Source: an optimization exercise on an open RTL-to-GDS flow (aim: small area). Production flows keep margins and buffers that such runs may drop.
The RTL was checked by simulation tests, not by an equivalence proof against the original design.
Power is estimated from default activity; no workload was simulated.

==> design/flow/design.v <==
module reverse_vector #( parameter
  WIDTH = 8
)(
  input [(WIDTH-1):0] in,
  output logic [(WIDTH-1):0] out
);
  integer i;
  always_comb begin
    for (i = 0; i < WIDTH ; i++) begin : gen_reverse
      out[i] = in[(WIDTH-1)-i];
    end  
  end  
endmodule
module edge_detect #(
  parameter [7:0] WIDTH = 1,                  
  parameter [0:0] REGISTER_OUTPUTS = 1'b0     
)(
  input clk,
  input anrst,
  input [WIDTH-1:0] in,
  output logic [WIDTH-1:0] rising,
  output logic [WIDTH-1:0] falling,
  output logic [WIDTH-1:0] both
);
logic [WIDTH-1:0] in_d;
always_ff @(posedge clk or negedge anrst) begin
  if ( ~anrst ) begin
    in_d[WIDTH-1:0] <= '0;
  end else begin
    in_d[WIDTH-1:0] <= in[WIDTH-1:0];
  end
end
logic [WIDTH-1:0] rising_comb;
logic [WIDTH-1:0] falling_comb;
logic [WIDTH-1:0] both_comb;
always_comb begin
  rising_comb[WIDTH-1:0] = {WIDTH{anrst}} & (in[WIDTH-1:0] & ~in_d[WIDTH-1:0]);
  falling_comb[WIDTH-1:0] = {WIDTH{anrst}} & (~in[WIDTH-1:0] & in_d[WIDTH-1:0]);
  both_comb[WIDTH-1:0] = {WIDTH{anrst}} & (rising_comb[WIDTH-1:0] | falling_comb[WIDTH-1:0]);
end
generate
  if( REGISTER_OUTPUTS==1'b0 ) begin
    always_comb begin
      rising[WIDTH-1:0] = rising_comb[WIDTH-1:0];
      falling[WIDTH-1:0] = falling_comb[WIDTH-1:0];
      both[WIDTH-1:0] = both_comb[WIDTH-1:0];
    end  
  end else begin
    always_ff @(posedge clk or negedge anrst) begin
      if( ~anrst ) begin
        rising[WIDTH-1:0] <= '0;
        falling[WIDTH-1:0] <= '0;
        both[WIDTH-1:0] <= '0;
      end else begin
        rising[WIDTH-1:0] <= rising_comb[WIDTH-1:0];
        falling[WIDTH-1:0] <= falling_comb[WIDTH-1:0];
        both[WIDTH-1:0] <= both_comb[WIDTH-1:0];
      end  
    end  
  end  
endgenerate
endmodule
module spi_master #(
  parameter CPOL = 0,                   
  parameter FREE_RUNNING_SPI_CLK = 0,   
  parameter [5:0] MOSI_DATA_WIDTH = 8,  
  parameter WRITE_MSB_FIRST = 1,        
  parameter [5:0] MISO_DATA_WIDTH = 8,  
  parameter READ_MSB_FIRST = 1          
)(
  input clk,                      
  input nrst,                     
  input spi_clk,                  
  input spi_wr_cmd,               
  input spi_rd_cmd,               
  output logic spi_busy,          
  input [MOSI_DATA_WIDTH-1:0] mosi_data,             
  output logic [MISO_DATA_WIDTH-1:0] miso_data,      
  output logic clk_pin,           
  output logic ncs_pin,       
  output logic mosi_pin,      
  output logic oe_pin,        
  input miso_pin,                 
  input			recv_dc,
  output	logic	spi_dc
);
localparam WRITE_SEQ_START = 2;
localparam WRITE_SEQ_END = WRITE_SEQ_START+2*MOSI_DATA_WIDTH;
localparam READ_SEQ_START = WRITE_SEQ_END;
localparam READ_SEQ_END = READ_SEQ_START+2*MISO_DATA_WIDTH;
logic spi_clk_rise;
logic spi_clk_fall;
edge_detect ed_spi_clk (
  .clk( clk ),
  .anrst( nrst ),
  .in( spi_clk ),
  .rising( spi_clk_rise ),
  .falling( spi_clk_fall ),
  .both(  )
);
logic spi_wr_cmd_rise;
logic spi_rd_cmd_rise;
edge_detect ed_cmds [1:0] (
  .clk( {2{clk}} ),
  .anrst( {2{nrst}} ),
  .in( {spi_wr_cmd,spi_rd_cmd} ),
  .rising( {spi_wr_cmd_rise,spi_rd_cmd_rise} ),
  .falling(  ),
  .both(  )
);
always@(posedge clk)
	if(~nrst)
		spi_dc <= 1'b0;
	else if(spi_wr_cmd)
		spi_dc <= recv_dc;
logic [MOSI_DATA_WIDTH-1:0] mosi_data_rev;
reverse_vector #(
  .WIDTH( MOSI_DATA_WIDTH )
) reverse_mosi_data (
  .in( mosi_data[MOSI_DATA_WIDTH-1:0] ),
  .out( mosi_data_rev[MOSI_DATA_WIDTH-1:0] )
);
logic clk_pin_before_inversion;                   
logic [7:0] sequence_cntr;
logic rd_nwr;                                 
logic [MOSI_DATA_WIDTH-1:0] mosi_data_buf;    
logic [MISO_DATA_WIDTH-1:0] miso_data_buf;    
always_ff @(posedge clk) begin
  if( ~nrst ) begin
    clk_pin_before_inversion <= CPOL;
    ncs_pin <= 1'b1;
    mosi_pin <= 1'b0;
    oe_pin <= 1'b0;
    sequence_cntr[7:0] <= 0;
    rd_nwr <= 0;
    mosi_data_buf[MOSI_DATA_WIDTH-1:0] <= 0;
    miso_data_buf[MISO_DATA_WIDTH-1:0] <= 0;
  end else begin
    if( FREE_RUNNING_SPI_CLK ) begin
      if ( spi_clk_rise ) begin
        clk_pin_before_inversion <= 1'b1;
      end
      if( spi_clk_fall ) begin
        clk_pin_before_inversion <= 1'b0;
      end
    end else begin   
      if ( ~ncs_pin ) begin
        if ( spi_clk_rise ) begin
          clk_pin_before_inversion <= 1'b1;
        end
        if( spi_clk_fall ) begin
          clk_pin_before_inversion <= 1'b0;
        end
      end else begin  
        clk_pin_before_inversion <= CPOL;
      end
    end  
    if( sequence_cntr[7:0]==0 && (spi_wr_cmd_rise || spi_rd_cmd_rise) ) begin
      if( spi_rd_cmd_rise ) begin
        rd_nwr <= 1'b1;
      end else begin
        rd_nwr <= 1'b0;
      end
      if( WRITE_MSB_FIRST ) begin
        mosi_data_buf[MOSI_DATA_WIDTH-1:0] <= mosi_data_rev[MOSI_DATA_WIDTH-1:0];
      end else begin
        mosi_data_buf[MOSI_DATA_WIDTH-1:0] <= mosi_data[MOSI_DATA_WIDTH-1:0];
      end
      sequence_cntr[7:0] <= sequence_cntr[7:0] + 1'b1;
    end
    if( sequence_cntr[7:0]==1 && spi_clk_rise ) begin
      ncs_pin <= 1'b0;
      oe_pin <= 1'b1;
      sequence_cntr[7:0] <= sequence_cntr[7:0] + 1'b1;
    end
    if( sequence_cntr[7:0]>=WRITE_SEQ_START && sequence_cntr[7:0]<WRITE_SEQ_END ) begin
      if ( spi_clk_rise ) begin
        sequence_cntr[7:0] <= sequence_cntr[7:0] + 1'b1;
      end
      if( spi_clk_fall ) begin
        mosi_pin <= mosi_data_buf[0];
        mosi_data_buf[MOSI_DATA_WIDTH-1:0] <= {1'b0,mosi_data_buf[MOSI_DATA_WIDTH-1:1]};
        sequence_cntr[7:0] <= sequence_cntr[7:0] + 1'b1;
      end
    end
    if( ~rd_nwr ) begin
      if( sequence_cntr[7:0]==WRITE_SEQ_END && spi_clk_fall ) begin
        ncs_pin <= 1'b1;
        mosi_pin <= 1'b0;
        oe_pin <= 1'b0;
        sequence_cntr[7:0] <= 0;
      end
    end else begin
      if( sequence_cntr[7:0]==WRITE_SEQ_END && spi_clk_fall ) begin
        mosi_pin <= 1'b0;
        oe_pin <= 1'b0;
        sequence_cntr[7:0] <= sequence_cntr[7:0] + 1'b1;
      end
      if( sequence_cntr[7:0]>=READ_SEQ_START && sequence_cntr[7:0]<READ_SEQ_END ) begin
          if ( spi_clk_rise ) begin
            miso_data_buf[MISO_DATA_WIDTH-1:0] <= {miso_pin,miso_data_buf[MOSI_DATA_WIDTH-1:1]};
            sequence_cntr[7:0] <= sequence_cntr[7:0] + 1'b1;
          end
          if( spi_clk_fall ) begin
            sequence_cntr[7:0] <= sequence_cntr[7:0] + 1'b1;
          end
      end
      if( sequence_cntr[7:0]==READ_SEQ_END && spi_clk_fall ) begin
          ncs_pin <= 1'b1;
          mosi_pin <= 1'b0;
          oe_pin <= 1'b0;
          sequence_cntr[7:0] <= 0;
      end
    end  
  end  
end  
logic [MISO_DATA_WIDTH-1:0] miso_data_buf_rev;
reverse_vector #(
  .WIDTH( MISO_DATA_WIDTH )
) reverse_miso_data (
  .in( miso_data_buf[MISO_DATA_WIDTH-1:0] ),
  .out( miso_data_buf_rev[MISO_DATA_WIDTH-1:0] )
);
always_comb begin
  if( CPOL ) begin
    clk_pin = ~clk_pin_before_inversion;
  end else begin
    clk_pin = clk_pin_before_inversion;
  end
  if( READ_MSB_FIRST ) begin
    miso_data[MISO_DATA_WIDTH-1:0] = miso_data_buf_rev[MISO_DATA_WIDTH-1:0];
  end else begin
    miso_data[MISO_DATA_WIDTH-1:0] = miso_data_buf[MISO_DATA_WIDTH-1:0];
  end
  spi_busy = (sequence_cntr[7:0] != 0);
end
endmodule
module myram(
	input		clk,
	input [9:0]	read_addr,
	output reg [7:0]	read_data
);
reg	[7:0]	memory	[1023:0];
initial $readmemh("xin.hex", memory);
always@(posedge clk)  	
	read_data<= memory[read_addr];
endmodule
module ssd1306_ctrl#(
	parameter CLK_FRE = 50
	) (
	input 			  clk,rst_n,
	output [9:0] read_addr,
	input  [7:0] read_data,
	output reg		  oled_rst,		 
	input 			  send_busy ,	
	output reg 		  send_en,
	output reg  	  send_dc,
	output reg [ 7:0] send_data
);
parameter	state_RESET = 3'd0,
				state_INIT  = 3'd1,
				state_WRITE = 3'd2,
				state_BUSY  = 3'd3;
parameter	DELAY_100MS = 5_000;
parameter OLED_CMD    = 0;			 
parameter OLED_DAT    = 1;			 
parameter	NUM_CMD_INIT = 27;	 
parameter	NUM_PAGR = 8;			 
parameter	NUM_PAGE_SEG = 128;	 
parameter	NUM_CMD_ADDR = 3;		 
localparam [27*8-1:0] init_cmd = {
	 8'hAE, 
	 8'h00, 
	 8'h10, 
	 8'h40, 
	 8'h81, 
	 8'hFF, 
	 8'hA1, 
	 8'hC8, 
	 8'hA6, 
	 8'hA8, 
	 8'h3f, 
	 8'hD3, 
	 8'h00, 
	 8'hd5, 
	 8'h80, 
	 8'hD9, 
	 8'hF1, 
	 8'hDA, 
	 8'h12, 
	 8'hDB, 
	 8'h40, 
	 8'h20, 
	 8'h02, 
	 8'h8D, 
	 8'h14, 
	 8'hA4, 
	 8'hAF }; 
localparam [3*8-1:0] set_cmd 	 = {8'hb0,8'h00,8'h10};  
reg	[2:0]		state_main,state_sub;
reg	[2:0]		state_save;
reg	[23:0]	cnt_delay;
reg	[10:0]	send_cnt;
reg	[2:0]		page_cnt;
assign read_addr = {page_cnt[2:0],send_cnt[6:0]};
always@(posedge clk or negedge rst_n) begin
	if(!rst_n)begin
		state_main <= 0;
		state_sub  <= 0;
		state_save <= 0;
		cnt_delay  <= 0;
		oled_rst   <= 0;
		send_en    <= 0;
		send_dc    <= 0;
		send_data  <= 0;
		send_cnt   <= 0;
		page_cnt   <= 0;
	end
	else case(state_main)
		state_RESET:
			case(state_sub)
				3'd0:
					if(cnt_delay == DELAY_100MS)begin
						oled_rst <= 'b0;
						cnt_delay <= 'd0;
						state_sub ++;
					end
					else begin 
						oled_rst <= 'b1;
						cnt_delay ++;
					end
				3'd1:
					if(cnt_delay == DELAY_100MS)begin
						oled_rst <= 'b1;
						cnt_delay <= 'd0;
						state_sub ++;
					end
					else  
						cnt_delay ++;
				3'd2:
					if(cnt_delay == DELAY_100MS)begin
						cnt_delay <= 'd0;
						state_sub <= 0;
						send_cnt <= 0;
						state_main ++;
					end
					else begin 
						cnt_delay ++;
					end
			endcase
		state_INIT:
			if(send_cnt == NUM_CMD_INIT) begin
				send_cnt <= 'd0;
				send_en  <= 'b0;
				state_main ++;
			end
			else if(!send_busy) begin	 
				send_en <= 'b1;
				send_dc <= OLED_CMD;
				send_data <= init_cmd[(NUM_CMD_INIT- 1 -send_cnt)*8 +: 8];
				send_cnt ++;
				state_save <= state_main;
				state_main <= state_BUSY;
			end
			else
				send_en <= 'b0;
		state_WRITE:
			case(state_sub)
				3'd0:		 
					if (send_cnt == NUM_CMD_ADDR) begin 
						send_en <= 0;
						send_cnt <=0;
						if(page_cnt == NUM_PAGR)begin 
							send_cnt <= 0;
							page_cnt <= 0;
							state_main ++;
							state_sub <= 0;
						end
						else
							state_sub ++;
					end
					else if(!send_busy) begin
						send_en <= 'b1;
						send_dc <= OLED_CMD;
						send_data <= (send_cnt=='d0) ? set_cmd[(NUM_CMD_ADDR- 1 -send_cnt)*8 +: 8] + page_cnt
						: set_cmd[(NUM_CMD_ADDR- 1 -send_cnt)*8 +: 8];
						send_cnt ++;
						state_save <= state_main;
						state_main <= state_BUSY;
					end
					else
						send_en <= 'b0;
				3'd1:		 
					if(send_cnt==NUM_PAGE_SEG) begin
						send_cnt <= 'd0;
						send_en  <= 'b0;
						page_cnt ++;
						state_sub <= 0;
					end
					else if(!send_busy) begin
						send_en <= 'b1;
						send_dc <= OLED_DAT;
						send_data <= read_data;
						send_cnt ++;
						state_save <= state_main;
						state_main <= state_BUSY;
					end
					else
						send_en <= 'b0;
			endcase
		state_BUSY:			 
			if(send_busy) state_main <= state_save;
		default : begin
			state_main <= 'd0;
			state_sub  <= 'd0;
		end
	endcase
end
endmodule
module spi_oled(
	input  clk,     
	input  rst_n,
	output oled_cs,		 
	output oled_sck,		 
	output oled_rst,		 
	output oled_dc,		 
	output oled_mosi		 
);
parameter 	CLK_FRE = 50;  
parameter 	SPI_FRE = 100;  
wire [9:0] read_addr;
wire [7:0] read_data;
myram myram_m0(
	.clk 	 	(clk			),
	.read_addr 	(read_addr		),
	.read_data 	(read_data		)
	);
wire send_busy,send_en,send_dc;
wire [7:0] send_data,recv_data;
ssd1306_ctrl#(
	.CLK_FRE (CLK_FRE	 )
	) 
ssd1306_ctrl_u0(
	.clk 	  		(clk 		),
	.rst_n 			(rst_n 		),
	.read_addr 		(read_addr	),
	.read_data 		(read_data	),
	.oled_rst 		(oled_rst 	),
	.send_busy	  	(send_busy 	),
	.send_en   		(send_en 	),
	.send_dc   		(send_dc 	),
	.send_data 		(send_data 	)
	);
parameter CLK_DIV = CLK_FRE * 50 / SPI_FRE;
reg [9:0] clk_delay;
reg spi_clk;
always@(posedge clk) clk_delay <= (!rst_n || clk_delay == CLK_DIV)? 0 : clk_delay + 'd1;
always@(posedge clk) spi_clk <= rst_n && clk_delay >= CLK_DIV / 2;
  spi_master #(
    .CPOL(0),                     
    .FREE_RUNNING_SPI_CLK(0),     
    .MOSI_DATA_WIDTH(8),          
    .WRITE_MSB_FIRST(1),          
    .MISO_DATA_WIDTH(8),          
    .READ_MSB_FIRST(1)            
  ) my_spi_master (
    .clk(clk),                    
    .nrst(rst_n),                  
    .spi_clk(spi_clk),            
    .spi_wr_cmd(send_en),      
    .spi_rd_cmd(1'b0),   
    .spi_busy(send_busy),          
    .mosi_data(send_data),        
    .miso_data(),        
    .clk_pin(oled_sck),            
    .ncs_pin(oled_cs),            
    .mosi_pin(oled_mosi),          
    .oe_pin(),              
    .miso_pin(1'b0),       
	 .recv_dc(send_dc),
	 .spi_dc(oled_dc)
  );
endmodule
==> design/flow/xin.hex <==
00
00
00
00
00
00
00
00
00
00
00
00
00
00
00
00
00
00
00
00
00
00
00
00
00
00
00
00
00
00
00
00
00
00
00
00
00
00
00
00
00
00
00
00
00
00
00
00
00
00
00
00
00
00
00
00
00
00
00
00
00
00
00
00
00
00
00
00
00
00
00
00
00
00
00
00
00
00
00
00
00
00
00
00
00
00
00
00
00
00
00
00
00
00
00
00
00
00
00
00
00
00
00
00
00
00
00
00
00
00
00
00
00
00
00
00
00
00
00
00
00
00
00
00
00
00
00
00
00
00
00
00
00
00
00
00
00
00
00
00
00
00
00
00
00
00
00
00
00
00
00
00
00
00
00
80
C0
E0
F0
F0
F8
F8
FC
FC
FC
FC
FE
FE
FE
FE
FE
FE
FE
FC
FC
FC
FC
F8
F8
F0
F0
E0
E0
C0
80
00
00
00
00
00
80
C0
E0
E0
F0
F0
F8
F8
FC
FC
FC
FC
FC
FE
FE
FE
FE
FE
FE
FC
FC
FC
FC
F8
F8
F0
F0
E0
C0
80
00
00
00
00
00
00
00
00
00
00
00
00
00
00
00
00
00
00
00
00
00
00
00
00
00
00
00
00
00
00
00
00
00
00
00
00
00
00
00
00
00
00
00
00
00
00
00
00
00
00
00
00
00
00
00
00
00
00
00
00
E0
FC
FF
FF
FF
FF
FF
FF
FF
FF
FF
FF
FF
FF
FF
FF
FF
FF
FF
FF
FF
FF
FF
FF
FF
FF
FF
FF
FF
FF
FF
FF
FF
FF
FE
FC
FE
FF
FF
FF
FF
FF
FF
FF
FF
FF
FF
FF
FF
FF
FF
FF
FF
FF
FF
FF
FF
FF
FF
FF
FF
FF
FF
FF
FF
FF
FF
FF
FF
FC
E0
00
00
00
00
00
00
00
00
00
00
00
00
00
00
00
00
00
00
00
00
00
00
00
00
00
00
00
00
00
00
00
00
00
00
00
00
00
00
00
00
00
00
00
00
00
00
00
00
00
00
00
00
00
00
00
00
00
07
3F
FF
FF
FF
FF
FF
FF
FF
FF
FF
FF
FF
FF
FF
FF
FF
FF
FF
FF
FF
FF
FF
FF
FF
FF
FF
FF
FF
FF
FF
FF
FF
FF
FF
FF
FF
FF
FF
FF
FF
FF
FF
FF
FF
FF
FF
FF
FF
FF
FF
FF
FF
FF
FF
FF
FF
FF
FF
FF
FF
FF
FF
FF
FF
FF
FF
FF
FF
3F
07
00
00
00
00
00
00
00
00
00
00
00
00
00
00
00
00
00
00
00
00
00
00
00
00
00
00
00
00
00
00
00
00
00
00
00
00
00
00
00
00
00
00
00
00
00
00
00
00
00
00
00
00
00
00
00
00
00
00
00
00
03
07
0F
3F
7F
FF
FF
FF
FF
FF
FF
FF
FF
FF
FF
FF
FF
FF
FF
FF
FF
FF
FF
FF
FF
FF
FF
FF
FF
FF
FF
FF
FF
FF
FF
FF
FF
FF
FF
FF
FF
FF
FF
FF
FF
FF
FF
FF
FF
FF
FF
FF
FF
FF
FF
FF
FF
FF
FF
FF
7F
3F
1F
07
03
00
00
00
00
00
00
00
00
00
00
00
00
00
00
00
00
00
00
00
00
00
00
00
00
00
00
00
00
00
00
00
00
00
00
00
00
00
00
00
00
00
00
00
00
00
00
00
00
00
00
00
00
00
00
00
00
00
00
00
00
00
00
00
00
00
00
00
00
00
01
03
07
0F
0F
1F
3F
3F
7F
FF
FF
FF
FF
FF
FF
FF
FF
FF
FF
FF
FF
FF
FF
FF
FF
FF
FF
FF
FF
FF
FF
FF
FF
FF
FF
FF
FF
FF
FF
FF
FF
FF
FF
FF
7F
3F
3F
1F
0F
0F
07
03
01
00
00
00
00
00
00
00
00
00
00
00
00
00
00
00
00
00
00
00
00
00
00
00
00
00
00
00
00
00
00
00
00
00
00
00
00
00
00
00
00
00
00
00
00
00
00
00
00
00
00
00
00
00
00
00
00
00
00
00
00
00
00
00
00
00
00
00
00
00
00
00
00
00
00
00
00
00
00
00
00
00
00
00
00
00
00
01
01
03
03
07
07
0F
0F
1F
1F
1F
3F
3F
3F
7F
7F
7F
7F
3F
3F
1F
1F
1F
0F
0F
07
07
03
03
01
01
00
00
00
00
00
00
00
00
00
00
00
00
00
00
00
00
00
00
00
00
00
00
00
00
00
00
00
00
00
00
00
00
00
00
00
00
00
00
00
00
00
00
00
00
00
00
00
00
00
00
00
00
00
00
00
00
00
00
00
00
00
00
00
00
00
00
00
00
00
00
00
00
00
00
00
00
00
00
00
00
00
00
00
00
00
00
00
00
00
00
00
00
00
00
00
00
00
00
00
00
00
00
00
00
00
00
00
00
00
00
00
00
00
00
00
00
00
00
00
00
00
00
00
00
00
00
00
00
00
00
00
00
00
00
00
00
00
00
00
00
00
00
00
00
00
00
00
00
00
00
00
00
00
00
00
00
00
00
00
00
00
00
00
00
00
00
00
00
00
00
00
00
00
00
00
00
00
00
00
00
00
==> design/flow/run.sh <==
#!/bin/bash
# synth_recipe.tcl (not shown) runs the flow's synth.tcl, then flattens the netlist and writes it again
# the make line also repeats each setting of config.mk as NAME=value (left out here)
make -C /OpenROAD-flow-scripts/flow DESIGN_CONFIG=/design/flow/config.mk WORK_HOME=/design/flow/orfs CLKGATE_MAP_FILE= SYNTH_SCRIPT=/design/flow/synth_recipe.tcl finish
==> design/flow/config.mk <==
export PLATFORM = sky130hd
export DESIGN_NAME = spi_oled
export DESIGN_NICKNAME = spi_oled
export VERILOG_FILES = /design/flow/design.v
export SDC_FILE = /design/flow/constraint.sdc
export NUM_CORES = 4
export LEC_CHECK = 0
export CAP_MARGIN = 20
export CORE_MARGIN = 2
export CORE_UTILIZATION = 40
export SLEW_MARGIN = 20
export SYNTH_MEMORY_MAX_BITS = 16384
==> design/flow/constraint.sdc <==
create_clock -name core_clock -period 10.0 [get_ports {clk}]
set_input_delay 2.0000 -clock core_clock [delete_from_list [all_inputs] [get_ports {clk}]]
set_output_delay 2.0000 -clock core_clock [all_outputs]
set_load 0.01 [all_outputs]
==> metrics.yaml, run 1 <==
status: "no timing/DRC/antenna violations"
avgSynthCellArea_um2: 8.09
worstSkewPairLatency_ns: 0.35
cp_max_fo: 70
netlist_area_mm2: 0.00645
finalSetupViolations: 0
synth_top_flop_cell: "dfrtp_1"
nNetsFinal: 800
endpoint_kind: "flop"
r2r_cells: 8
rows: 46
yosys-mux-area-fraction_pct: 1.28
timing.rr.start: "ssd1306_ctrl_u0.send_cnt[0]"
grt_pass1_wl_um: 26800
cts_hold_repair.buffers: 0
holdWs_ns: 0.389
clkTransAtPathRegs_ns: 0.07
ys_ff_latch: 99
worstSetupPathType: "primary input to flop"
worst_slew_pin_slew_ns: 1.05
grt_max_degree: 71
synth.distinct_cells: 73
overflow: 0
die_x_um: 131
slew_viol_final: 0
grt_pass1_vias: 5474
async_flop_share_pct: 60.6
portBuffers: 6
total_leakage_power_nw: 2.80
gp_congestion: 0.933
slowest_stage: "nand4_1"
r2r_end: "ssd1306_ctrl_u0.send_data[4]"
cts_resized: 0
antenna_found_initial: 0
crit_end: "my_spi_master.sequence_cntr[3]"
crit_start: "rst_n"
drt_iter0_markers: 592
power_density_mw_per_mm2: 107
fmax_mhz: 209
cpPeakStageDelay_ns: 0.71
synth_top_family_by_area: "simple AND/OR/NAND/NOR gates"
synth_fp_nets: 827
regToRegSetupSlack_ns: 6.36
hp-class: "flop to flop"
io-pin-count: 7
area_growth_syn_to_layout_pct: 7.08
synth_sequential_area_ratio_pct: 35.4
routed_wirelength_um: 16300
fin_skew_ns: 0.00555
dieArea_mm2: 0.0171
cp.required_ns: 10.21
busiest_layer: "met2"
final_common_cell: "nand2_1"
fin_total_pwr_w: 0.000742
finalCritPeriodShare_pct: 47.7
cts_inserted_buffers: 9
max_slew_margin_pct: 30.2
met1_usage_pct: 26.5
synth_edf_count: 0
ant_nets: 0
via_count: 5918
hold_violations: 0
post-dp-hpwl_um: 11500
fill_cells: 1559
cts_htree_levels: 3
cpMostUsedCell: "nand4_1"
grtUsageTotal_pct: 19.4
tns_ns: 0
core-area_mm2: 0.0158
final_cell_mix: "nand2_1 (89), nor2_1 (77), o21ai_0 (63)"
maxCapViolCount: 0
start_util_pct: 40.7
root_buffer: "clkbuf_16"
ir_drop_v: 0.0000869
cts_num_sinks: 99
drive_gt1_share_pct: 4.65
clockBufferDepth: 2
grt_util_met2_pct: 29.9
postSynthCellCount: 797
period_needed_ns: 4.77
startpoint_type: "primary input"
wire_per_inst_um: 16.4
yosys.area_share.simple_pct: 25.4
drc: 0
synthAdderAreaFrac_pct: 5.59
arrival_ns: 4.99
crit_chain: "buf_2 -> buf_4 -> nor4b_1 -> nand4_1 -> nand3_1 -> nand4_1 -> xor2_1 -> nor2_1"
post_cts_buffers: 0
tritoncts: "done"
grt_util_met3_pct: 4.03
dieHeight_um: 131
synth_compound_area_share_pct: 21.5
firstDrtPassIters: 7
synth-xor-area-share_pct: 5.98
n_antenna_cell: 0
ys_warn_count: 6
via_per_inst: 5.97
grt_setup_unrepaired: "no"
[critical path: cells and delay by family]
kind                   cells  cell delay (ns)
AND/OR/NAND/NOR            5             2.07
buffers and inverters      2             0.71
XOR/XNOR                   1             0.18
[registers in the layout, summed over array words and instances (netlist names), 8 cells and up]
name	count
my_spi_master.mosi_data_buf	8
my_spi_master.sequence_cntr	8
ssd1306_ctrl_u0.send_data	8
ssd1306_ctrl_u0.send_cnt	11
ssd1306_ctrl_u0.cnt_delay	24
clk_delay	10
myram_m0.read_data	8
[cells in the mapped netlist, drive strengths merged, types with 3 or more instances]
library cell / count / area, µm²
o221ai: 7 / 61.3
and2: 7 / 43.8
nor4b: 6 / 65.1
a311oi: 9 / 78.8
nor2b: 15 / 93.8
nor3b: 5 / 37.5
or3: 13 / 81.3
nor4: 12 / 75.1
o311ai: 3 / 26.3
a211o: 4 / 35.0
a21oi: 43 / 215
a22oi: 9 / 67.6
a21o: 5 / 37.5
xor2: 20 / 175
nand4: 16 / 100
a211oi: 3 / 22.5
or2: 7 / 43.8
or4: 5 / 37.5
nor2: 77 / 289
buf: 12 / 63.8
ha: 28 / 350
xnor2: 24 / 210
a2bb2oi: 4 / 35.0
dfrtp: 60 / 1500
nand2: 89 / 334
and3: 13 / 81.3
nor3: 19 / 95.1
inv: 25 / 93.8
o21a: 5 / 37.5
a21boi: 3 / 22.5
o31ai: 6 / 45.0
mux2i: 6 / 60.1
nand2b: 13 / 81.3
dfxtp: 39 / 781
a32oi: 6 / 52.6
o21ai: 63 / 315
clkbuf: 38 / 143
nand3: 26 / 130
o2111ai: 3 / 26.3
o211ai: 9 / 67.6
a31oi: 7 / 43.8
o22ai: 4 / 25.0
clkinv: 3 / 11.3
[kinds of logic (layout without fill, tap and decap cells)]
logic type | after synthesis | after routing
simple gates | 328 | 328
compound gates | 211 | 211
fa+ha+maj | 29 | 29
flops | 99 | 99
xor+xnor | 44 | 44
buf+inv | 78 | 56
mux | 8 | 8
[power by group]
part	internal [W]	leakage, nW	total, W	switching, W
clock	0.000173	0.136	0.000332	0.000159
combinational	0.00000232	1.53	0.0000104	0.00000811
sequential	0.000399	1.13	0.000400	0.00000105
[stage by stage]
step | std cells | worst slack (ns) | area, µm² | utilization (%)
detailed placement | 975 | 4.80 | 6610 | 41.8
CTS | 991 | 5.17 | 6900 | 43.6
global placement | 975 | 4.97 | 6610 | 41.8
global route | 991 | 4.78 | 6900 | 43.6
floorplan | 797 | 6.30 | 6450 | -
finish | 991 | 5.23 | 6900 | 43.6
[how the worst min path moves through the flow]
stage | startpoint | endpoint | slack [ns] | cells after the start
after floorplan | spi_clk | my_spi_master.ed_spi_clk.in_d | 0.35 | 0
after global placement | spi_clk | my_spi_master.ed_spi_clk.in_d | 0.38 | 0
after detailed placement | spi_clk | my_spi_master.ed_spi_clk.in_d | 0.38 | 0
after CTS | spi_clk | my_spi_master.ed_spi_clk.in_d | 0.39 | 0
after global routing | spi_clk | my_spi_master.ed_spi_clk.in_d | 0.41 | 0
final | spi_clk | my_spi_master.ed_spi_clk.in_d | 0.39 | 0
[layer usage]
metal / wire, µm / vias to the layer above
met2: 7480 / 218
met1: 7490 / 2839
met4: 445 / 0
met5: 0 / -
li1: - / 2818
met3: 884 / 43
[final cells by class]
type	instances	area, µm²	share of cell area (%)
tap	216	270	3.92
clock inverter	7	60.1	0.870
multi-input combinational	620	3860	55.9
sequential	99	2280	33.1
timing repair buffer	12	100	1.45
inverter	28	105	1.52
clock buffer	9	225	3.26
==> run 2, diff against run 1 <==
==> design/flow/design.v (replaced) <==
module spi_oled(
	input  clk,
	input  rst_n,
	output oled_cs,
	output oled_sck,
	output oled_rst,
	output oled_dc,
	output oled_mosi
);
reg [4:0] dv;
reg [3:0] sl;
reg [7:0] q;
reg [2:0] pg;
reg       rst_q;
wire gap    = sl[3];
wire dv_end = dv[4] & dv[3] & dv[0];           
wire q_inc  = gap & (dv == 5'd1);
wire su     = q[7] & ~(q[6] & q[5] & (|q[4:1]));  
wire win    = (q > 8'hB7 && q < 8'hCC) ||
              (q == 8'hB7 && ((sl == 4'd6 && dv >= 5'd6) || sl < 4'd6 || (gap && dv < 5'd2))) ||
              (q == 8'hCC && ((gap && dv >= 5'd2) || (!gap && sl > 4'd3) || (sl == 4'd3 && dv <= 5'd14)));
always @(posedge clk) begin
	if (!rst_n) begin
		dv    <= 5'd24;
		sl    <= 4'd1;
		q     <= 8'hA1;
		pg    <= 3'd0;
		rst_q <= 1'b0;
	end else begin
		dv <= dv_end ? 5'd0 : dv + 5'd1;
		if (dv_end) sl <= (sl == 4'd0) ? 4'd8 : sl - 4'd1;
		if (q_inc) begin
			if (q == 8'h7F) begin
				q  <= 8'hFD;
				pg <= pg + 3'd1;
			end else
				q <= q + 8'd1;
		end
		rst_q <= ~win;
	end
end
reg [7:0] cmd;
always @(*) begin
	case (q[4:0])
		5'd2: cmd = 8'hAE;
		5'd3: cmd = 8'h00;
		5'd4: cmd = 8'h10;
		5'd5: cmd = 8'h40;
		5'd6: cmd = 8'h81;
		5'd7: cmd = 8'hFF;
		5'd8: cmd = 8'hA1;
		5'd9: cmd = 8'hC8;
		5'd10: cmd = 8'hA6;
		5'd11: cmd = 8'hA8;
		5'd12: cmd = 8'h3F;
		5'd13: cmd = 8'hD3;
		5'd14: cmd = 8'h00;
		5'd15: cmd = 8'hD5;
		5'd16: cmd = 8'h80;
		5'd17: cmd = 8'hD9;
		5'd18: cmd = 8'hF1;
		5'd19: cmd = 8'hDA;
		5'd20: cmd = 8'h12;
		5'd21: cmd = 8'hDB;
		5'd22: cmd = 8'h40;
		5'd23: cmd = 8'h20;
		5'd24: cmd = 8'h02;
		5'd25: cmd = 8'h8D;
		5'd26: cmd = 8'h14;
		5'd27: cmd = 8'hA4;
		5'd28: cmd = 8'hAF;
		5'd29: cmd = {5'b10110, pg};
		5'd30: cmd = 8'h00;
		5'd31: cmd = 8'h10;
		default: cmd = 8'h00;
	endcase
end
localparam [767:0] TOPS = 768'b111111111111111111111111111111111111111111111111111111111111111111111111111111111111111111111111111111111111111111111111111111111111111111111111111111111111111111111111111111111111111111111111111111010101010010010000001111001110001101001100001100001011001011001010001010001010001010001001001001001001001001001001001001001010001010001010001010001010001011001011001100001100001101001101001110001111010000010001010010010001010000001111001110001101001101001100001100001011001011001010001010001010001010001001001001001001001001001001001001001001001010001010001010001010001011001011001100001100001101001110001111010000010010010101111111111111111111111111111111111111111111111111111111111111111111111111111111111111111111111111111111111111111111111111111111111111111111111111;
localparam [767:0] BOTS = 768'b000000000000000000000000000000000000000000000000000000000000000000000000000000000000000000000000000000000000000000000000000000000000000000000000000000000000000000000000000000000000000000000000000000011010011101011111100001100010100100100101100110100111101000101001101010101011101011101100101101101101101110101111101111110000110000110001110001110010110010110011110011110100110100110100110101110101110110110110110110110110110101110101110101110100110100110100110011110011110010110010110001110001110000110000101111101111101110101101101101101100101011101011101010101001101000100111100110100101100011100010100001011111011101011010000000000000000000000000000000000000000000000000000000000000000000000000000000000000000000000000000000000000000000000000000000000000000000000000;
wire [5:0] top = TOPS[q[6:0]*6 +: 6];
wire [5:0] bot = BOTS[q[6:0]*6 +: 6];
wire [5:0] row = {pg, sl[2:0]};
wire pix = (row >= top) && (row <= bot);
wire bit_out = q[7] ? cmd[sl[2:0]] : pix;
assign oled_cs   = su | (gap & ~(dv[4] | (dv[3] & dv[2])));
assign oled_sck  = ~su & ~gap & (dv[4] | (dv[3] & dv[2]));
assign oled_mosi = ~su & ~gap & bit_out;
assign oled_dc   = ~q[7];
assign oled_rst  = rst_q;
endmodule
==> design/flow/flow/run.sh (new file) <==
#!/bin/bash
set -e
bash standard.sh > standard.log 2>&1
==> design/flow/standard.sh (new file) <==
#!/bin/bash
# synth_recipe.tcl (not shown) runs the flow's synth.tcl, then flattens the netlist and writes it again
# the make line also repeats each setting of config.mk as NAME=value (left out here)
make -C /OpenROAD-flow-scripts/flow DESIGN_CONFIG=/design/flow/config.mk WORK_HOME=/design/flow/orfs CLKGATE_MAP_FILE= SYNTH_SCRIPT=/design/flow/synth_recipe.tcl "${@:-finish}"
removed: design/flow/xin.hex
removed: design/flow/run.sh
==> run 2 against run 1 <==
Effect of this change: still clean; flip-flop and latch count down 78; clock power shrank 84%; wire length decreased by 44%; clock skew is 0.0032 ns lower; first-iteration DRC count shrank 58%; critical path depth increased by 5; global-route usage rose by 2.9 points; final cell count decreased by 50%; register-to-register slack improved by 1.3 ns; highest routed layer unchanged.
==> metrics.yaml, run 2 <==
wire_per_inst_um: 18.6  # +13%
stdcell_area_mm2: 0.00307  # -56%
worst_slew_pin_slew_ns: 0.849  # -0.197 ns
ir_drop_v: 0.0000721  # -17%
status: "no timing/DRC/antenna violations"
post_cts_buffers: 0  # unchanged
avgSynthCellArea_um2: 7.10  # -12%
fin_skew_ns: 0.00235  # -0.00320 ns
crit_start: "q[1]"
final_cell_mix: "nor2_1 (44), a21oi_1 (44), ha_1 (34)"
hp-class: "flop to flop"
cp_max_fo: 19  # -73%
tns_ns: 0  # unchanged
maxCapViolCount: 0  # unchanged
fill_cells: 758  # -51%
clockBufferDepth: 2  # unchanged
die_x_um: 90.6  # -31%
synth_common_cells: "a21oi_1 (44), nor2_1 (44), ha_1 (34)"
core-area_mm2: 0.00725  # -54%
hold_violations: 0  # unchanged
via_count: 3138  # -47%
start_util_pct: 41.4  # +0.67 points
dpl-instance-area_mm2: 0.00302  # -54%
max_slew_margin_pct: 43.3  # +13 points
tritoncts: "done"
portBuffers: 6  # unchanged
largest_reg_flops: 8  # -67%
rows: 31  # -33%
root_buffer: "clkbuf_8"
postSynthCellCount: 423  # -47%
dieArea_mm2: 0.00822  # -52%
period_needed_ns: 6.55  # +1.78 ns
post-dp-hpwl_um: 6300  # -45%
grt_max_degree: 62  # -13%
via_per_inst: 6.35  # +6.4%
layout_top_registers: "q: 8 flops, dv: 5 flops, sl: 4 flops"
synth_sequential_area_ratio_pct: 14.0  # -21 points
async_flop_share_pct: 0  # -61 points
total_leakage_power_nw: 1.17  # -58%
n_antenna_cell: 0  # unchanged
synth_top_area_cell: "ha_1"
gp_congestion: 0.889  # -4.7%
timing.rr.start: "q[1]"
synth_fp_nets: 459  # -44%
ys_ff_latch: 21  # -79%
drive_gt1_share_pct: 5.06  # +0.42 points
routed_wirelength_um: 9190  # -44%
cts_resized: 0  # unchanged
cts_num_sinks: 21  # -79%
holdWs_ns: 0.563  # +0.174 ns
synth_top_flop_cell: "dfxtp_1"
cts_inserted_buffers: 3  # -6
cp.required_ns: 8.00  # -2.21 ns
drt_iter0_markers: 246  # -58%
io-pin-count: 7  # unchanged
ys_top_cells_by_area: "ha_1 (14%), dfxtp_1 (14%), a21oi_1 (7.3%)"
synth.distinct_cells: 65  # -11%
firstDrtPassIters: 5  # -2
area_growth_syn_to_layout_pct: 2.21
cts_htree_levels: 1  # -2
grtUsageTotal_pct: 22.3  # +2.9 points
cts_hold_repair.buffers: 0  # unchanged
slew_viol_final: 0  # unchanged
synth_edf_count: 0  # unchanged
nNetsFinal: 432  # -46%
fmax_mhz: 153  # -27%
worstSetupPathType: "flop to primary output"
startpoint_type: "flop"
grt_pass1_vias: 2860  # -48%
antenna_found_initial: 0  # unchanged
finalSetupViolations: 0  # unchanged
clkTransAtPathRegs_ns: 0.07  # about the same
overflow: 0  # unchanged
endpoint_kind: "primary output"
ant_nets: 0  # unchanged
fin_total_pwr_w: 0.000162  # -78%
finalCritPeriodShare_pct: 65.5  # +18 points
dieHeight_um: 90.6  # -31%
min_from: "dv[0]"
worstSkewPairLatency_ns: 0.26  # -0.09 ns
top_register: "q"
grt_setup_unrepaired: "no"
synth_top_cell_area_share_pct: 14.2  # -9.1 points
arrival_ns: 4.55  # -0.44 ns
regToRegSetupSlack_ns: 7.61  # +1.25 ns
ys_warn_count: 1  # -5
drc: 0  # unchanged
grt_pass1_wl_um: 15100  # -44%
netlist_area_mm2: 0.00300  # -53%
power_density_mw_per_mm2: 52.8  # -51%
-- run 2: cell types whose count changed after synthesis, sizes merged, moves of 13 or more --
cell and delta:
xnor2 -20, clkbuf -18, o21ai -27, xor2 -17, nand3 -15, nand2 -61, dfxtp -18, nor2 -33
dfrtp -60, nand4 -13
-- run 2: final timing paths --
kind          endpoint  cells past startpoint
max          oled_mosi                     13
min              dv[0]                      1
max reg2reg      pg[0]                      6
min reg2reg      dv[0]                      1
-- run 2: final cells by class --
| cell class | count | area, µm² | area share (%) |
|---|---|---|---|
| well taps | 99 | 124 | 4.04 |
| repair buffers | 9 | 82.6 | 2.69 |
| inverters | 14 | 52.6 | 1.71 |
| flip-flops and latches | 21 | 423 | 13.8 |
| clock buffers | 4 | 45.0 | 1.47 |
| multi-input cells | 347 | 2340 | 76.3 |
-- run 2: cell families (layout without fill, tap and decap cells) --
family                   Yosys count  after routing  synth area share (%)
buffers and inverters             55             27                  8.00
AND/OR/NAND/NOR                  140            140                  22.7
XOR/XNOR                           7              7                  2.04
multiplexers                      15             15                  6.75
AO/OA/AOI/OAI                    151            151                  32.4
flip-flops                        21             21                  14.0
adder cells (fa/ha/maj)           34             34                  14.2
-- run 2: worst max-delay path, stage by stage (launching register included) --
cell             delay, ns
dfxtp_1               0.64
ha_1                  0.69
inv_1                 0.30
ha_1                  0.30
mux4_2                0.47
a211oi_1              0.26
a21oi_1               0.07
ha_1                  0.32
o21a_1                0.11
o21a_1                0.16
o21ai_0               0.15
a21oi_1               0.10
o32ai_1               0.13
clkdlybuf4s50_1       0.59
-- run 2: routing by layer --
layer / vias up / wire length [µm] / share of wire [%] / track usage [%]
li1: 1514 / - / - / -
met1: 1429 / 4160 / 45 / 31.9
met2: 167 / 4030 / 44 / 34.3
met3: 28 / 690 / 7.5 / 3.42
met4: 0 / 302 / 3.3 / 6.92
met5: - / 0 / 0 / 0
-- run 2: per-stage QoR --
step                      utilization [%]  setup slack [ns]  std cells
final                                42.3              3.45        494
after global routing                 42.3              3.13        494
after CTS                            42.3              3.46        494
after detailed placement             41.7              3.78        490
after global placement               41.7              3.96        490
after floorplan                         -              4.74        423
-- run 2: power breakdown --
part / total, W / internal [W] / leakage, nW / switching, W
Clock: 0.0000547 / 0.0000284 / 0.0228 / 0.0000264
Sequential: 0.0000915 / 0.0000861 / 0.172 / 0.00000538
Combinational: 0.0000157 / 0.00000729 / 0.975 / 0.00000842
Total: 0.000162 / 0.000122 / 1.17 / 0.0000402
==> run 3, diff against run 2 <==
==> design/flow/run.sh (new file) <==
#!/bin/bash
# synth_recipe.tcl (not shown) runs the flow's synth.tcl, then flattens the netlist and writes it again
# the make line also repeats each setting of config.mk as NAME=value (left out here)
make -C /OpenROAD-flow-scripts/flow DESIGN_CONFIG=/design/flow/config.mk WORK_HOME=/design/flow/orfs CLKGATE_MAP_FILE= SYNTH_SCRIPT=/design/flow/synth_recipe.tcl finish
removed: design/flow/flow/run.sh
removed: design/flow/standard.sh
==> run 3 against run 2 <==
Effect of this change: via count unchanged; die area unchanged; maximum frequency unchanged; first-iteration DRC count unchanged; setup slack is the same; global-route usage is the same; wire length unchanged; sequential share of layout area stayed put; non-clock buffer count unchanged; largest power group unchanged.
==> metrics.yaml, run 3 <==
synthAdderAreaFrac_pct: 14.2  # unchanged
clockBufferDepth: 2  # unchanged
critPathTopFamily: "adder cells"
async_flop_share_pct: 0  # unchanged
grt_setup_unrepaired: "no"
worstSkewPairLatency_ns: 0.26  # about the same
cts_inserted_buffers: 3  # unchanged
portBuffers: 6  # unchanged
multi_input_area_mm2: 0.00234  # unchanged
cts_num_sinks: 21  # unchanged
r2r_end: "pg[0]"
core-area_mm2: 0.00725  # unchanged
top_register: "q"
antenna_found_initial: 0  # unchanged
final_cell_mix: "nor2_1 (44), a21oi_1 (44), ha_1 (34)"
slowest_stage: "ha_1"
grt_max_degree: 62  # unchanged
final_util_pct: 42.3  # unchanged
total_leakage_power_nw: 1.17  # unchanged
ys_warn_count: 1  # unchanged
root_buffer: "clkbuf_8"
avgSynthCellArea_um2: 7.10  # unchanged
drt_iter0_markers: 246  # unchanged
io-pin-count: 7  # unchanged
holdPathEnd: "dv[0]"
dpl-instance-area_mm2: 0.00302  # unchanged
endpoint_kind: "primary output"
gp_congestion: 0.889  # unchanged
startpoint_type: "flop"
worst_slew_pin_slew_ns: 0.849  # unchanged
worst-path-buf-inv: 2  # unchanged
tritoncts: "done"
r2r_cells: 6  # unchanged
grt_pass1_vias: 2860  # unchanged
layout_top_registers: "q: 8 flops, dv: 5 flops, sl: 4 flops"
cts_resized: 0  # unchanged
die_x_um: 90.6  # unchanged
hold_depth: 1  # unchanged
min_from: "dv[0]"
finalSetupViolations: 0  # unchanged
ir_drop_v: 0.0000721  # unchanged
max_slew_margin_pct: 43.3  # unchanged
fmax_mhz: 153  # unchanged
post_cts_buffers: 0  # unchanged
yosys-mux-area-fraction_pct: 6.75  # unchanged
synth_sequential_area_ratio_pct: 14.0  # unchanged
cpMostUsedCell: "ha_1"
seqCellArea_um2: 423  # unchanged
dieHeight_um: 90.6  # unchanged
cts_htree_levels: 1  # unchanged
ys_top_cells_by_area: "ha_1 (14%), dfxtp_1 (14%), a21oi_1 (7.3%)"
n_antenna_cell: 0  # unchanged
wire_per_inst_um: 18.6  # unchanged
yosys.area_share.simple_pct: 22.7  # unchanged
synth_top_flop_cell: "dfxtp_1"
ant_nets: 0  # unchanged
postSynthCellCount: 423  # unchanged
cp_max_fo: 19  # unchanged
start_util_pct: 41.4  # unchanged
cp.required_ns: 8.00  # about the same
fin_skew_ns: 0.00235  # unchanged
synth-xor-area-share_pct: 2.04  # unchanged
rows: 31  # unchanged
area_growth_syn_to_layout_pct: 2.21  # unchanged
routed_wirelength_um: 9190  # unchanged
nNetsFinal: 432  # unchanged
arrival_ns: 4.55  # about the same
largest_reg_flops: 8  # unchanged
firstDrtPassIters: 5  # unchanged
status: "no timing/DRC/antenna violations"
period_needed_ns: 6.55  # unchanged
synth_common_cells: "a21oi_1 (44), nor2_1 (44), ha_1 (34)"
tns_ns: 0  # unchanged
netlist_area_mm2: 0.00300  # unchanged
cpPeakStageDelay_ns: 0.69  # about the same
synth_top_family_by_area: "compound AO/OA/AOI/OAI gates"
synth_fp_nets: 459  # unchanged
synth_top_cell_area_share_pct: 14.2  # unchanged
grtUsageTotal_pct: 22.3  # unchanged
synth_edf_count: 0  # unchanged
via_count: 3138  # unchanged
via_per_inst: 6.35  # unchanged
synth.distinct_cells: 65  # unchanged
hold_violations: 0  # unchanged
fill_cells: 758  # unchanged
hp-class: "flop to flop"
post-dp-hpwl_um: 6300  # unchanged
clkTransAtPathRegs_ns: 0.07  # about the same
drc: 0  # unchanged
overflow: 0  # unchanged
finalCritPeriodShare_pct: 65.5  # unchanged
maxCapViolCount: 0  # unchanged
cts_hold_repair.buffers: 0  # unchanged
ys_ff_latch: 21  # unchanged
slew_viol_final: 0  # unchanged
synth_top_area_cell: "ha_1"
worstSetupPathType: "flop to primary output"
crit_chain: "ha_1 -> inv_1 -> ha_1 -> mux4_2 -> a211oi_1 -> a21oi_1 -> ha_1 -> o21a_1 -> o21a_1 -> o21ai_0 -> a21oi_1 -> o32ai_1 -> clkdlybuf4s50_1"
dieArea_mm2: 0.00822  # unchanged
power_density_mw_per_mm2: 52.8  # unchanged
timing.rr.start: "q[1]"
synth_compound_area_share_pct: 32.4  # unchanged
drive_gt1_share_pct: 5.06  # unchanged
grt_pass1_wl_um: 15100  # unchanged
regToRegSetupSlack_ns: 7.61  # about the same
stdcell_area_mm2: 0.00307  # unchanged
==> run 3: cell counts after synthesis <==
No cell type changed its count.
==> run 3: worst reg2reg max path, cell delays in order, from the launching register on <==
cell	delay, ns
dfxtp_1	0.64
ha_1	0.70
nand2_1	0.17
nor3_1	0.36
nand2_1	0.19
xor2_1	0.20
nor2_1	0.08
==> run 3: per-layer routing <==
| layer | vias to the layer above | global-route usage [%] | wire [µm] |
|---|---|---|---|
| met5 | - | 0 | 0 |
| met2 | 167 | 34.3 | 4030 |
| met1 | 1429 | 31.9 | 4160 |
| met3 | 28 | 3.42 | 690 |
| li1 | 1514 | - | - |
| met4 | 0 | 6.92 | 302 |
==> run 3: kinds of logic after synthesis <==
kind of cell | count (synthesis)
multiplexers | 15
adder cells (fa/ha/maj) | 34
AND/OR/NAND/NOR | 140
AO/OA/AOI/OAI | 151
XOR/XNOR | 7
flip-flops | 21
buffers and inverters | 55
==> run 3: where the power goes <==
part / leakage, nW / switching [W] / internal (W)
combinational: 0.975 / 0.00000842 / 0.00000729
sequential: 0.172 / 0.00000538 / 0.0000861
clock: 0.0228 / 0.0000264 / 0.0000284
==> run 3: how the worst max path moves through the flow <==
| stage | start | end | cells after the start |
|---|---|---|---|
| after global routing | q[1] | oled_mosi | 13 |
| after floorplan | q[1] | oled_mosi | 15 |
| after global placement | q[1] | oled_mosi | 14 |
| final | q[1] | oled_mosi | 13 |
| after CTS | q[1] | oled_mosi | 13 |
| after detailed placement | q[1] | oled_mosi | 13 |
==> run 3: through the flow <==
stage | hold slack [ns] | worst slack, ns | total power (W) | cells
after floorplan | 0.486 | 4.74 | 0.000104 | 423
after global placement | 0.535 | 3.96 | 0.000109 | 490
after detailed placement | 0.539 | 3.78 | 0.000109 | 490
after CTS | 0.570 | 3.46 | 0.000164 | 494
after global routing | 0.612 | 3.13 | 0.000171 | 494
final | 0.563 | 3.45 | 0.000162 | 494
==> run 3: layout make-up <==
cell class,count,area share [%]
inverters,14,1.71
repair buffers,9,2.69
flip-flops and latches,21,13.8
clock buffers,4,1.47
multi-input cells,347,76.3
well taps,99,4.04
==> run 4, diff against run 3 <==
==> design/flow/flow/run.sh (new file) <==
#!/bin/bash
# Layout flow: the standard synthesis, then the combinational logic between the
# (untouched) flip-flops is re-optimised for area with ABC's deepsyn and checked
# equivalent, then the standard ORFS flow continues from the new netlist.
set -euo pipefail
W=$PWD
R=$W/orfs/results/$FLOW_PLATFORM/spi_oled/base
YOSYS=$(command -v yosys || echo "$FLOW_HOME/../tools/install/yosys/bin/yosys")
LIB=$FLOW_HOME/platforms/$FLOW_PLATFORM/lib/sky130_fd_sc_hd__tt_025C_1v80.lib

# 1. standard synthesis (same registers, names and cell types as the standard flow's)
bash standard.sh "$R/1_2_yosys.v" > $W/flow_synth.log 2>&1
cp "$R/1_2_yosys.v" "$W/1_2_yosys.standard.v"

# 2. area re-optimisation of the logic between the flip-flops
DU=""
for c in $(cat $W/flow/dont_use.txt); do DU="$DU -dont_use $c"; done
for f in post check; do
  sed -e "s#@LIB@#$LIB#g" -e "s#@IN@#$W/1_2_yosys.standard.v#g" -e "s#@OUT@#$W/1_2_yosys.post.v#g" \
      -e "s#@DU@#$DU#g" -e "s#@ABC@#$W/flow/deep.abc#g" $W/flow/$f.ys > $W/$f.ys
done
if "$YOSYS" -s $W/post.ys > $W/flow_post_synth.log 2>&1 && \
   "$YOSYS" -s $W/check.ys > $W/flow_post_check.log 2>&1; then
  cp $W/1_2_yosys.post.v "$R/1_2_yosys.v"
  touch "$R/1_2_yosys.v"
else
  echo "post-synthesis optimisation failed; keeping the standard netlist"
fi

# 3. the rest of the standard flow, from the new netlist
bash standard.sh > $W/flow_layout.log 2>&1
==> design/flow/flow/check.ys (new file) <==
# the new netlist must be well formed and do what the standard synthesis does
read_liberty -lib @LIB@
read_verilog @OUT@
hierarchy -top spi_oled
check -assert
design -reset
read_liberty -ignore_miss_func @LIB@
read_verilog @IN@
rename spi_oled gold
read_verilog @OUT@
rename spi_oled gate
flatten gold gate
delete t:$scopeinfo
opt_clean
rename -hide w:_*
opt_clean
equiv_make gold gate equiv
hierarchy -top equiv
equiv_simple -seq 2
equiv_induct
equiv_status -assert
==> design/flow/flow/deep.abc (new file) <==
strash
&get -n
&deepsyn -T 60
&put
&get -n
&dch -f
&nf -R 1000
&put
topo
==> design/flow/flow/dont_use.txt (new file) <==
sky130_fd_sc_hd__lpflow_bleeder_1 sky130_fd_sc_hd__lpflow_clkbufkapwr_1 sky130_fd_sc_hd__lpflow_clkbufkapwr_16 sky130_fd_sc_hd__lpflow_clkbufkapwr_2 sky130_fd_sc_hd__lpflow_clkbufkapwr_4 sky130_fd_sc_hd__lpflow_clkbufkapwr_8 sky130_fd_sc_hd__lpflow_clkinvkapwr_1 sky130_fd_sc_hd__lpflow_clkinvkapwr_16 sky130_fd_sc_hd__lpflow_clkinvkapwr_2 sky130_fd_sc_hd__lpflow_clkinvkapwr_4 sky130_fd_sc_hd__lpflow_clkinvkapwr_8 sky130_fd_sc_hd__lpflow_decapkapwr_12 sky130_fd_sc_hd__lpflow_decapkapwr_3 sky130_fd_sc_hd__lpflow_decapkapwr_4 sky130_fd_sc_hd__lpflow_decapkapwr_6 sky130_fd_sc_hd__lpflow_decapkapwr_8 sky130_fd_sc_hd__lpflow_inputiso0n_1 sky130_fd_sc_hd__lpflow_inputiso0p_1 sky130_fd_sc_hd__lpflow_inputiso1n_1 sky130_fd_sc_hd__lpflow_inputiso1p_1 sky130_fd_sc_hd__lpflow_inputisolatch_1 sky130_fd_sc_hd__lpflow_isobufsrc_1 sky130_fd_sc_hd__lpflow_isobufsrc_16 sky130_fd_sc_hd__lpflow_isobufsrc_2 sky130_fd_sc_hd__lpflow_isobufsrc_4 sky130_fd_sc_hd__lpflow_isobufsrc_8 sky130_fd_sc_hd__lpflow_isobufsrckapwr_16 sky130_fd_sc_hd__lpflow_lsbuf_lh_hl_isowell_tap_1 sky130_fd_sc_hd__lpflow_lsbuf_lh_hl_isowell_tap_2 sky130_fd_sc_hd__lpflow_lsbuf_lh_hl_isowell_tap_4 sky130_fd_sc_hd__lpflow_lsbuf_lh_isowell_4 sky130_fd_sc_hd__lpflow_lsbuf_lh_isowell_tap_1 sky130_fd_sc_hd__lpflow_lsbuf_lh_isowell_tap_2 sky130_fd_sc_hd__lpflow_lsbuf_lh_isowell_tap_4 sky130_fd_sc_hd__probe_p_8 sky130_fd_sc_hd__probec_p_8 
==> design/flow/flow/post.ys (new file) <==
read_liberty -ignore_miss_func @LIB@
read_verilog @IN@
hierarchy -top spi_oled
setattr -mod -set keep_hierarchy 1 sky130_fd_sc_hd__df*
flatten
delete t:$scopeinfo
opt -purge
abc -script @ABC@ -liberty @LIB@ @DU@
opt_clean -purge
hilomap -singleton -hicell sky130_fd_sc_hd__conb_1 HI -locell sky130_fd_sc_hd__conb_1 LO
insbuf -buf sky130_fd_sc_hd__buf_1 A X
select -module spi_oled
stat -liberty @LIB@
write_verilog -noattr -nohex -nodec -selected @OUT@
==> design/flow/standard.sh (new file) <==
#!/bin/bash
# synth_recipe.tcl (not shown) runs the flow's synth.tcl, then flattens the netlist and writes it again
# the make line also repeats each setting of config.mk as NAME=value (left out here)
make -C /OpenROAD-flow-scripts/flow DESIGN_CONFIG=/design/flow/config.mk WORK_HOME=/design/flow/orfs CLKGATE_MAP_FILE= SYNTH_SCRIPT=/design/flow/synth_recipe.tcl "${@:-finish}"
removed: design/flow/run.sh
==> run 4 against run 3 <==
Effect of this change: still clean; register-to-register slack lost 0.62 ns; count of clock-buffer cells in the layout unchanged; sequential share of layout area up 8.5 points; synthesized cell count is 38% lower; total power increased by 0.28%; via count fell by 32%; flip-flop and latch count unchanged; worst hold slack worse by 0.029 ns; final area is 39% lower; die area is 41% lower; non-clock buffer count down 3; largest cell class unchanged; highest routed layer unchanged.
==> metrics.yaml, run 4 <==
antenna_found_initial: 0  # unchanged
stdcell_area_mm2: 0.00189  # -39%
dieArea_mm2: 0.00484  # -41%
fin_skew_ns: 0.00163  # -0.000717 ns
holdPathEnd: "dv[0]"
final_util_pct: 46.5  # +4.2 points
netlist_area_mm2: 0.00172  # -43%
overflow: 0  # unchanged
layout_top_registers: "q: 8 flops, dv: 5 flops, sl: 4 flops"
via_per_inst: 6.66  # +4.9%
tns_ns: 0  # unchanged
die_x_um: 69.6  # -23%
start_util_pct: 42.4  # +0.97 points
worst-path-buf-inv: 1  # -1
min_from: "dv[0]"
firstDrtPassIters: 5  # unchanged
grt_setup_unrepaired: "no"
top_layer: "met4"
cts_num_sinks: 21  # unchanged
post_cts_buffers: 0  # unchanged
worstSetupPathType: "flop to primary output"
cts_hold_repair.buffers: 0  # unchanged
hold_violations: 0  # unchanged
max_slew_margin_pct: 45.5  # +2.1 points
grt_max_degree: 25  # -60%
maxCapViolCount: 0  # unchanged
top_register: "q"
portBuffers: 6  # unchanged
core-area_mm2: 0.00406  # -44%
slew_viol_final: 0  # unchanged
nNetsFinal: 275  # -36%
r2r_end: "pg[1]"
hp-class: "flop to flop"
grt_pass1_wl_um: 9180  # -39%
grt_pass1_vias: 1864  # -35%
area_growth_syn_to_layout_pct: 9.75
drc: 0  # unchanged
grtUsageTotal_pct: 23.1  # +0.83 points
power_density_mw_per_mm2: 86.1  # +63%
ant_nets: 0  # unchanged
fill_cells: 420  # -45%
status: "no timing/DRC/antenna violations"
m1WireLength_um: 2470  # -41%
regToRegSetupSlack_ns: 6.99  # -0.62 ns
worst_slew_pin_slew_ns: 0.817  # -0.0319 ns
startpoint_type: "flop"
dpl-instance-area_mm2: 0.00184  # -39%
clkTransAtPathRegs_ns: 0.08  # about the same
hold_depth: 1  # unchanged
n_antenna_cell: 0  # unchanged
finalSetupViolations: 0  # unchanged
cp_max_fo: 23  # +4
cts_htree_levels: 1  # unchanged
dr_wl_met2_um: 2380  # -41%
dieHeight_um: 69.6  # -23%
root_buffer: "clkbuf_8"
critPathTopFamily: "simple AND/OR/NAND/NOR gates"
final_common_cell: "nand2_1"
cts_inserted_buffers: 3  # unchanged
endpoint_kind: "primary output"
final_cell_mix: "nand2_1 (41), o21ai_0 (35), nor2_1 (30)"
ir_drop_v: 0.0000591  # -18%
largest_reg_flops: 8  # unchanged
avgSynthCellArea_um2: 6.56  # -7.6%
synth_fp_nets: 264  # -42%
total_leakage_power_nw: 0.626  # -46%
timing.rr.start: "q[3]"
ys_warn_count: 1  # unchanged
clockBufferDepth: 2  # unchanged
slowest_stage: "dfxtp_1"
post-dp-hpwl_um: 3920  # -38%
drt_iter0_markers: 368  # +50%
cpPeakStageDelay_ns: 0.81  # +0.12 ns
cp.required_ns: 8.00  # about the same
arrival_ns: 4.27  # -0.28 ns
cpMostUsedCell: "o21ai_0"
drive_gt1_share_pct: 1.10  # -4.0 points
period_needed_ns: 6.27  # -0.275 ns
via_count: 2145  # -32%
routed_wirelength_um: 5610  # -39%
fmax_mhz: 159  # +4.4%
gp_congestion: 0.967  # +8.7%
r2r_cells: 8  # +2
finalCritPeriodShare_pct: 62.7  # -2.8 points
postSynthCellCount: 262  # -38%
tritoncts: "done"
wire_per_inst_um: 17.4  # -6.3%
worstSkewPairLatency_ns: 0.26  # about the same
crit_chain: "and2_0 -> o21ai_0 -> and3_1 -> o21ai_0 -> xor2_1 -> a311oi_1 -> o21ai_0 -> a2111oi_0 -> nor4b_1 -> nand2_1 -> a21oi_1 -> clkdlybuf4s50_1"
io-pin-count: 7  # unchanged
rows: 23  # -26%
wl_met3_um: 539  # -22%
cts_resized: 0  # unchanged
run 4: layer usage:
layer | vias to the layer above | global-route usage [%]
met5 | - | 0
met4 | 0 | 12.0
met3 | 28 | 4.51
met2 | 145 | 33.8
met1 | 949 | 32.1
li1 | 1023 | -
run 4: layout make-up:
type | count | area [µm²] | area share (%)
Tap cell | 50 | 62.6 | 3.32
Inverter | 8 | 30.0 | 1.59
Sequential cell | 21 | 420 | 22.3
Multi-Input combinational cell | 233 | 1270 | 67.2
Timing Repair Buffer | 6 | 60.1 | 3.18
Clock buffer | 4 | 45.0 | 2.39
run 4: worst max path at each step:
stage / start / endpoint / slack, ns / cells after the start
2_1_floorplan: q[0] / oled_mosi / 5.35 / 10
3_3_place_gp: q[3] / oled_mosi / 4.04 / 12
3_5_place_dp: q[3] / oled_mosi / 4.20 / 12
4_1_cts: q[3] / oled_mosi / 3.91 / 12
5_1_grt: q[3] / oled_mosi / 3.51 / 12
6_report: q[3] / oled_mosi / 3.73 / 12
run 4: worst register-to-register path, stage by stage, from the launching register on:
cell,delay [ns]
dfxtp_1,0.81
and2_0,0.71
nand2_1,0.19
nor3_1,0.30
nand2_1,0.14
nor2_1,0.33
nand2_1,0.16
xnor2_1,0.14
and2_0,0.14
run 4: through the flow:
stage | std cells | power [W] | setup WS (ns) | hold WS (ns)
5_1_grt | 322 | 0.000171 | 3.51 | 0.592
3_5_place_dp | 318 | 0.000107 | 4.20 | 0.517
6_report | 322 | 0.000162 | 3.73 | 0.534
3_3_place_gp | 318 | 0.000107 | 4.04 | 0.510
2_1_floorplan | 262 | 0.000102 | 5.35 | 0.474
4_1_cts | 322 | 0.000165 | 3.91 | 0.540
run 4: report_power, final:
part / total [W] / internal (W) / switching, W
Combinational: 0.0000140 / 0.00000652 / 0.00000744
Clock: 0.0000569 / 0.0000285 / 0.0000284
Sequential: 0.0000916 / 0.0000864 / 0.00000513
Total: 0.000162 / 0.000121 / 0.0000410

## re-timing with driven ports
The flow's constraints put no driver on any port. The routed layouts listed below were extracted and timed again, unchanged, in two steps.
Step 1, drivers: a clkbuf_16 drives clk and a buf_2 each remaining input, both assumed.
Step 2 moves the port delays by t, midway between the first and last clock arrival at a register: inputs arrive t later, outputs are due t later. That takes back most of the time a late clock gives input paths.
Slacks: ideal / step 1 / step 2; pairs: ideal / step 1.
| run | shift t [ns] | slack for setup (ns) | worst hold slack (ns) | slew at the worst register clock pin (ns) | worst data-port slew with drivers (ns) |
|---|---|---|---|---|---|
| run 1 | 0.388 | 5.225 / 5.241 / 4.853 | 0.389 / 0.389 / 0.389 | 0.07 / 0.07 | 0.03 |
| run 2 | 0.278 | 3.450 / 3.428 / 3.706 | 0.563 / 0.563 / 0.563 | 0.07 / 0.07 | 0.03 |
| run 3 | 0.278 | 3.450 / 3.428 / 3.706 | 0.563 / 0.563 / 0.563 | 0.07 / 0.07 | 0.03 |
| run 4 | 0.289 | 3.725 / 3.700 / 3.989 | 0.534 / 0.534 / 0.534 | 0.08 / 0.08 | 0.03 |
After both steps every run listed still meets setup and hold. The setup slack of run 1, which loses most, moves by +0.016 ns with the drivers and by -0.372 ns with both steps.
